From an optimization exercise on the open Yosys and OpenROAD flow, aimed at small area; shortcuts taken in it are not production practice. The RTL was checked by simulation tests, not by an equivalence proof against the original design. Power is estimated from default activity; no workload was simulated.

// Register_File
module Register_File
#(
	parameter WORD_LENGTH = 32,
	parameter NBITS = 5
)
(
	input clk,
	input reset,
	input [NBITS-1 : 0] Read_Reg1,
	input [NBITS-1 : 0] Read_Reg2,
	input [NBITS-1 : 0] Write_Reg,
	input [WORD_LENGTH-1 : 0] Write_Data,
	input Write,
	output [WORD_LENGTH-1 : 0] Read_Data1,
	output [WORD_LENGTH-1 : 0] Read_Data2
);
wire [WORD_LENGTH-1 : 0] Write_Data_n = ~Write_Data;
wire [32*WORD_LENGTH-1 : 0] Words_n;
wire [31:0] Write_Enable;
wire [31:0] Write_Enable_n;
wire [31:0] Select1_n;
wire [31:0] Select2_n;
reg  [31:0] Valid;
genvar i;
generate
	for (i = 0; i < 32; i = i + 1) begin : Register
		reg  [WORD_LENGTH-1 : 0] Data_reg_n;
		wire [WORD_LENGTH-1 : 0] Data_next_n;
		assign Write_Enable[i]   = Write & (Write_Reg == i);
		assign Write_Enable_n[i] = ~Write_Enable[i];
		assign Select1_n[i] = ~(Valid[i] & (Read_Reg1 == i));
		assign Select2_n[i] = ~(Valid[i] & (Read_Reg2 == i));
  ...
Size in the first run: ~3,900 cells after synthesis, about 1,100 flip-flops, about 110 I/O pins.
Settings: LEC_CHECK=0, CAP_MARGIN=20, CORE_MARGIN=2, CORE_UTILIZATION=55, CTS_BUF_LIST=sky130_fd_sc_hd__clkbuf_4 sky130_fd_sc_hd__clkbuf_8, CTS_CLUSTER_DIAMETER=60, CTS_CLUSTER_SIZE=30, SETUP_SLACK_MARGIN=0.2, SLEW_MARGIN=20, SYNTH_HIERARCHICAL=1; clock period 6.0 ns.
standard.sh (not shown) runs the stock make flow with config.mk's settings and CLKGATE_MAP_FILE= SYNTH_SCRIPT=/design/flow/synth_recipe.tcl, a recipe that flattens the netlist after the stock synthesis.
==> flow/flow/run.sh <==
#!/bin/bash
# Own layout flow: the standard ORFS flow (standard.sh, unchanged synthesis,
# floorplan, power grid and tap cells) with these changes:
#  - ports are buffered with the smallest buffer (buf_1) instead of the
#    default choice;
#  - clock tree synthesis without dummy loads;
#  - power recovery (downsizing of gates with positive slack) after global
#    routing's timing repair.
# make's full output goes to flow.log in the work folder; each ORFS step also
# writes its own log under orfs/logs/.
set -euo pipefail
bash standard.sh \
  "BUFFER_PORTS_ARGS=-buffer_cell sky130_fd_sc_hd__buf_1" \
  "CTS_ARGS=-sink_clustering_enable -repair_clock_nets -root_buf sky130_fd_sc_hd__clkbuf_16 -buf_list {sky130_fd_sc_hd__clkbuf_8} -sink_clustering_size 16 -sink_clustering_max_diameter 45 -dont_use_dummy_load" \
  "RECOVER_POWER=100" \
  finish > flow.log 2>&1
The first run finished with max-capacitance violations, max-slew violations left.
Change:
==> flow/flow/run.sh (replaced) <==
#!/bin/bash
# Own layout flow: the standard ORFS flow (standard.sh, unchanged synthesis,
# floorplan, power grid and tap cells) with these changes:
#  - ports are buffered with the smallest buffer (buf_1) instead of the
#    default choice;
#  - clock tree synthesis without dummy loads;


# make's full output goes to flow.log in the work folder; each ORFS step also
# writes its own log under orfs/logs/.
set -euo pipefail
bash standard.sh \
  "BUFFER_PORTS_ARGS=-buffer_cell sky130_fd_sc_hd__buf_1" \
  "CTS_ARGS=-sink_clustering_enable -repair_clock_nets -buf_list {sky130_fd_sc_hd__clkbuf_16} -sink_clustering_size 24 -sink_clustering_max_diameter 90 -dont_use_dummy_load" \
  finish > flow.log 2>&1
--- a/flow/config.mk
+++ b/flow/config.mk
@@ -10,5 +10,2 @@
 export CORE_UTILIZATION = 55
-export CTS_BUF_LIST = sky130_fd_sc_hd__clkbuf_4 sky130_fd_sc_hd__clkbuf_8
-export CTS_CLUSTER_DIAMETER = 60
-export CTS_CLUSTER_SIZE = 30
 export SETUP_SLACK_MARGIN = 0.2
With this change the flow ran to the end with no violations.
Setup slack improved by 0.21 ns.
Clock-buffer cell count falls by 81.
Maximum frequency is higher by a few percent.
Die area stays the same.
Power drops by a few percent.
Design area went down slightly.
Worst hold slack improves by 0.010 ns.
Via count goes down slightly.
Flip-flop and latch count is unchanged.
Non-clock buffer count stays the same.
Change:
==> flow/run.sh (new file) <==
#!/bin/bash
# synth_recipe.tcl (not shown) runs the flow's synth.tcl, then flattens the netlist and writes it again
# the make line also repeats each setting of config.mk as NAME=value (left out here)
make -C /OpenROAD-flow-scripts/flow DESIGN_CONFIG=/design/flow/config.mk WORK_HOME=/design/flow/orfs CLKGATE_MAP_FILE= SYNTH_SCRIPT=/design/flow/synth_recipe.tcl finish
--- a/flow/config.mk
+++ b/flow/config.mk
@@ -9,4 +9,4 @@
 export CORE_MARGIN = 2
-export CORE_UTILIZATION = 55
-export SETUP_SLACK_MARGIN = 0.2
+export CORE_UTILIZATION = 40
+export SETUP_SLACK_MARGIN = 0.4
 export SLEW_MARGIN = 20
removed: flow/flow/run.sh
removed: flow/standard.sh
What happened: The new run passed the timing, design-rule and antenna checks. Total power came out higher by about 24%. Global-route usage came out lower by 15 points. Critical path depth came out higher by 1. Wire length came out lower by 4.5%. Setup slack got worse by 0.18 ns.

Register_File again, from the RTL that the note above started with.
==> flow/config.mk <==
export PLATFORM = sky130hd
export DESIGN_NAME = Register_File
export DESIGN_NICKNAME = Register_File
export VERILOG_FILES = /design/flow/design.v
export SDC_FILE = /design/flow/constraint.sdc
export NUM_CORES = 4
export LEC_CHECK = 0
export CAP_MARGIN = 20
export CORE_MARGIN = 2
export CORE_UTILIZATION = 55
export CTS_BUF_LIST = sky130_fd_sc_hd__clkbuf_4 sky130_fd_sc_hd__clkbuf_8
export CTS_CLUSTER_DIAMETER = 60
export CTS_CLUSTER_SIZE = 30
export SETUP_SLACK_MARGIN = 0.2
export SLEW_MARGIN = 20
export SYNTH_HIERARCHICAL = 1
==> flow/constraint.sdc <==
create_clock -name core_clock -period 6.0 [get_ports {clk}]
set_input_delay 1.2000 -clock core_clock [delete_from_list [all_inputs] [get_ports {clk}]]
set_output_delay 1.2000 -clock core_clock [all_outputs]
set_load 0.01 [all_outputs]
==> flow/flow/run.sh <==
#!/bin/bash
# Own layout flow: the standard ORFS flow (standard.sh, unchanged synthesis,
# floorplan, power grid and tap cells) with these changes:
#  - ports are buffered with the smallest buffer (buf_1) instead of the
#    default choice;
#  - clock tree synthesis without dummy loads;


# make's full output goes to flow.log in the work folder; each ORFS step also
# writes its own log under orfs/logs/.
set -euo pipefail
bash standard.sh \
  "BUFFER_PORTS_ARGS=-buffer_cell sky130_fd_sc_hd__buf_1" \
  "CTS_ARGS=-sink_clustering_enable -repair_clock_nets -buf_list {sky130_fd_sc_hd__clkbuf_16} -sink_clustering_size 24 -sink_clustering_max_diameter 90 -dont_use_dummy_load" \
  finish > flow.log 2>&1
The first run finished with timing, DRC and antenna clean.
Change:
--- a/flow/flow/run.sh
+++ b/flow/flow/run.sh
@@ -6,4 +6,4 @@
 #  - clock tree synthesis without dummy loads;
-
-
+#  - power recovery (downsizing of gates with positive slack) after global
+#    routing's timing repair.
 # make's full output goes to flow.log in the work folder; each ORFS step also
@@ -13,3 +13,4 @@
   "BUFFER_PORTS_ARGS=-buffer_cell sky130_fd_sc_hd__buf_1" \
-  "CTS_ARGS=-sink_clustering_enable -repair_clock_nets -buf_list {sky130_fd_sc_hd__clkbuf_16} -sink_clustering_size 24 -sink_clustering_max_diameter 90 -dont_use_dummy_load" \
+  "CTS_ARGS=-sink_clustering_enable -repair_clock_nets -buf_list {sky130_fd_sc_hd__clkbuf_16} -sink_clustering_size 24 -sink_clustering_max_diameter 60 -dont_use_dummy_load" \
+  "RECOVER_POWER=100" \
   finish > flow.log 2>&1
Now the flow produced a layout that fails on max-capacitance violations, max-slew violations.
Wire length rises by 0.58%.
Clock power rises by 23%.
First-iteration DRC count falls by 2.0%.
Clock-buffer cell count rises by 24.
Power rises by 5.4%.
Combinational power is about the same.
Flip-flop and latch count does not change.
Maximum frequency falls by 5.5%.
Cell area rises by 0.58%.
Synthesized cell count does not change.

== job 8911 ==
Register_File again, from the RTL that the note above started with.
==> flow/config.mk <==
export PLATFORM = sky130hd
export DESIGN_NAME = Register_File
export DESIGN_NICKNAME = Register_File
export VERILOG_FILES = /design/flow/design.v
export SDC_FILE = /design/flow/constraint.sdc
export NUM_CORES = 4
export LEC_CHECK = 0
export CAP_MARGIN = 20
export CORE_MARGIN = 2
export CORE_UTILIZATION = 55
export CTS_BUF_LIST = sky130_fd_sc_hd__clkbuf_4 sky130_fd_sc_hd__clkbuf_8
export CTS_CLUSTER_DIAMETER = 60
export CTS_CLUSTER_SIZE = 30
export SETUP_SLACK_MARGIN = 0.2
export SLEW_MARGIN = 20
export SYNTH_HIERARCHICAL = 1
==> flow/constraint.sdc <==
create_clock -name core_clock -period 6.0 [get_ports {clk}]
set_input_delay 1.2000 -clock core_clock [delete_from_list [all_inputs] [get_ports {clk}]]
set_output_delay 1.2000 -clock core_clock [all_outputs]
set_load 0.01 [all_outputs]
==> flow/flow/run.sh <==
#!/bin/bash
# Own layout flow: the standard ORFS flow (standard.sh, unchanged synthesis,
# floorplan, power grid and tap cells) with these changes:
#  - ports are buffered with the smallest buffer (buf_1) instead of the
#    default choice;
#  - clock tree synthesis without dummy loads;


# make's full output goes to flow.log in the work folder; each ORFS step also
# writes its own log under orfs/logs/.
set -euo pipefail
bash standard.sh \
  "BUFFER_PORTS_ARGS=-buffer_cell sky130_fd_sc_hd__buf_1" \
  "CTS_ARGS=-sink_clustering_enable -repair_clock_nets -root_buf sky130_fd_sc_hd__clkbuf_16 -buf_list {sky130_fd_sc_hd__clkbuf_8} -sink_clustering_size 16 -sink_clustering_max_diameter 45 -dont_use_dummy_load" \
  finish > flow.log 2>&1
Edits applied to the flow inputs when going from job 8911 to job 1327:
- a change of SLEW_MARGIN from 20 to 5
- a change of CORE_UTILIZATION from 55 to 60
- a deleted CTS_BUF_LIST that had been sky130_fd_sc_hd__clkbuf_4 sky130_fd_sc_hd__clkbuf_8
- a deleted CTS_CLUSTER_DIAMETER that had been 60
- a change of CAP_MARGIN from 20 to 5
- a deleted CTS_CLUSTER_SIZE that had been 30
-- flow/flow/run.sh --
<<< job 8911, line 12
bash standard.sh \
  "BUFFER_PORTS_ARGS=-buffer_cell sky130_fd_sc_hd__buf_1" \
  "CTS_ARGS=-sink_clustering_enable -repair_clock_nets -root_buf sky130_fd_sc_hd__clkbuf_16 -buf_list {sky130_fd_sc_hd__clkbuf_8} -sink_clustering_size 16 -sink_clustering_max_diameter 45 -dont_use_dummy_load" \
  finish > flow.log 2>&1
>>> job 1327, line 12
bash standard.sh \
  "BUFFER_PORTS_ARGS=-buffer_cell sky130_fd_sc_hd__buf_1" \
  "CTS_ARGS=-sink_clustering_enable -repair_clock_nets -buf_list {sky130_fd_sc_hd__clkbuf_16} -sink_clustering_size 24 -sink_clustering_max_diameter 90 -dont_use_dummy_load" \
  finish > flow.log 2>&1
==> notes.md <==
When the final numbers for job 1327 and job 8911 were put side by side, the wire length reported by the detailed router turned out to be smaller in job 8911.
In the metrics for job 1327 and job 8911, the one carrying the higher power share of the combinational group is job 1327.
Taking job 8911 as the reference, in job 1327 final area fell about 1.4%; clock latency on the worst-skew pair flat; final RePlAce weighted congestion has increased; worst hold slack picked up an extra 0.022 ns; final worst-path setup slack now sits lower.
Sequential share of layout area was lower in the run labelled job 8911.
Changes in job 3551 relative to job 1327:
- CORE_UTILIZATION: 60 -> 55
- CTS_CLUSTER_SIZE: unset -> 30
- CAP_MARGIN: 5 -> 20
- SLEW_MARGIN: 5 -> 20
- CTS_CLUSTER_DIAMETER: unset -> 60
- CTS_BUF_LIST: unset -> sky130_fd_sc_hd__clkbuf_4 sky130_fd_sc_hd__clkbuf_8
-- flow/flow/run.sh --
<<< job 1327, line 12
bash standard.sh \
  "BUFFER_PORTS_ARGS=-buffer_cell sky130_fd_sc_hd__buf_1" \
  "CTS_ARGS=-sink_clustering_enable -repair_clock_nets -buf_list {sky130_fd_sc_hd__clkbuf_16} -sink_clustering_size 24 -sink_clustering_max_diameter 90 -dont_use_dummy_load" \
  finish > flow.log 2>&1
>>> job 3551, line 12
bash standard.sh \
  "BUFFER_PORTS_ARGS=-buffer_cell sky130_fd_sc_hd__buf_1" \
  "CTS_ARGS=-sink_clustering_enable -repair_clock_nets -buf_list {sky130_fd_sc_hd__clkbuf_16} -sink_clustering_size 30 -sink_clustering_max_diameter 60 -dont_use_dummy_load" \
  finish > flow.log 2>&1
Notes after the runs:
- Compared to job 1327, job 3551 has growth of design area from synthesis to finish 1.7 points higher.
- [compare] base=job 1327 new=job 3551: cell count increased 109; proportion of power drawn by the clock network increased 3.9 points.
- Delta (job 3551 minus job 1327): worst-path maximum fanout shows an increase of 2; maximum operating frequency went up 4.7 MHz.
- Job 3551 vs job 1327 on measured slew at the worst slew-check pin: job 3551 is the lower one.
- Job 3551 vs job 1327, worst setup slack after layout went up by 0.15 ns.

## static timing again, ports no longer ideal
How much do the figures lean on ideal ports? The routed layouts below were timed once more, with nothing changed but the port constraints.
Step 1, drivers: a clkbuf_16 drives clk and a buf_2 each remaining input, both assumed.
Step 2 times the ports against the registers' clock, not the clock port: input delays grow and output delays shrink by t, the midpoint of the rising clock arrivals with the driver on.
Slacks: ideal / step 1 / step 2; pairs: ideal / step 1.
| run | t (ns) | setup WS [ns] | worst register clock-pin slew, ns |
|---|---|---|---|
| the first run of note 1 | 0.758 | 0.298 / 0.255 / -0.079 | 0.11 / 0.11 |
| the second run of note 1 | 0.718 | 0.509 / 0.469 / 0.469 | 0.10 / 0.10 |
| the third run of note 1 | 0.782 | 0.334 / 0.312 / 0.312 | 0.07 / 0.07 |
| the first run of note 2 | 0.718 | 0.509 / 0.469 / 0.469 | 0.10 / 0.10 |
| the second run of note 2 | 0.722 | 0.188 / 0.149 / -0.116 | 0.10 / 0.10 |
| job 8911 | 0.753 | 0.387 / 0.348 / 0.348 | 0.10 / 0.10 |
| job 1327 | 0.710 | 0.275 / 0.248 / 0.248 | 0.10 / 0.10 |
| job 3551 | 0.724 | 0.425 / 0.384 / 0.384 | 0.11 / 0.11 |
The setup slack of the first run of note 1, which loses most, moves by -0.043 ns with the drivers and by -0.377 ns with both steps.
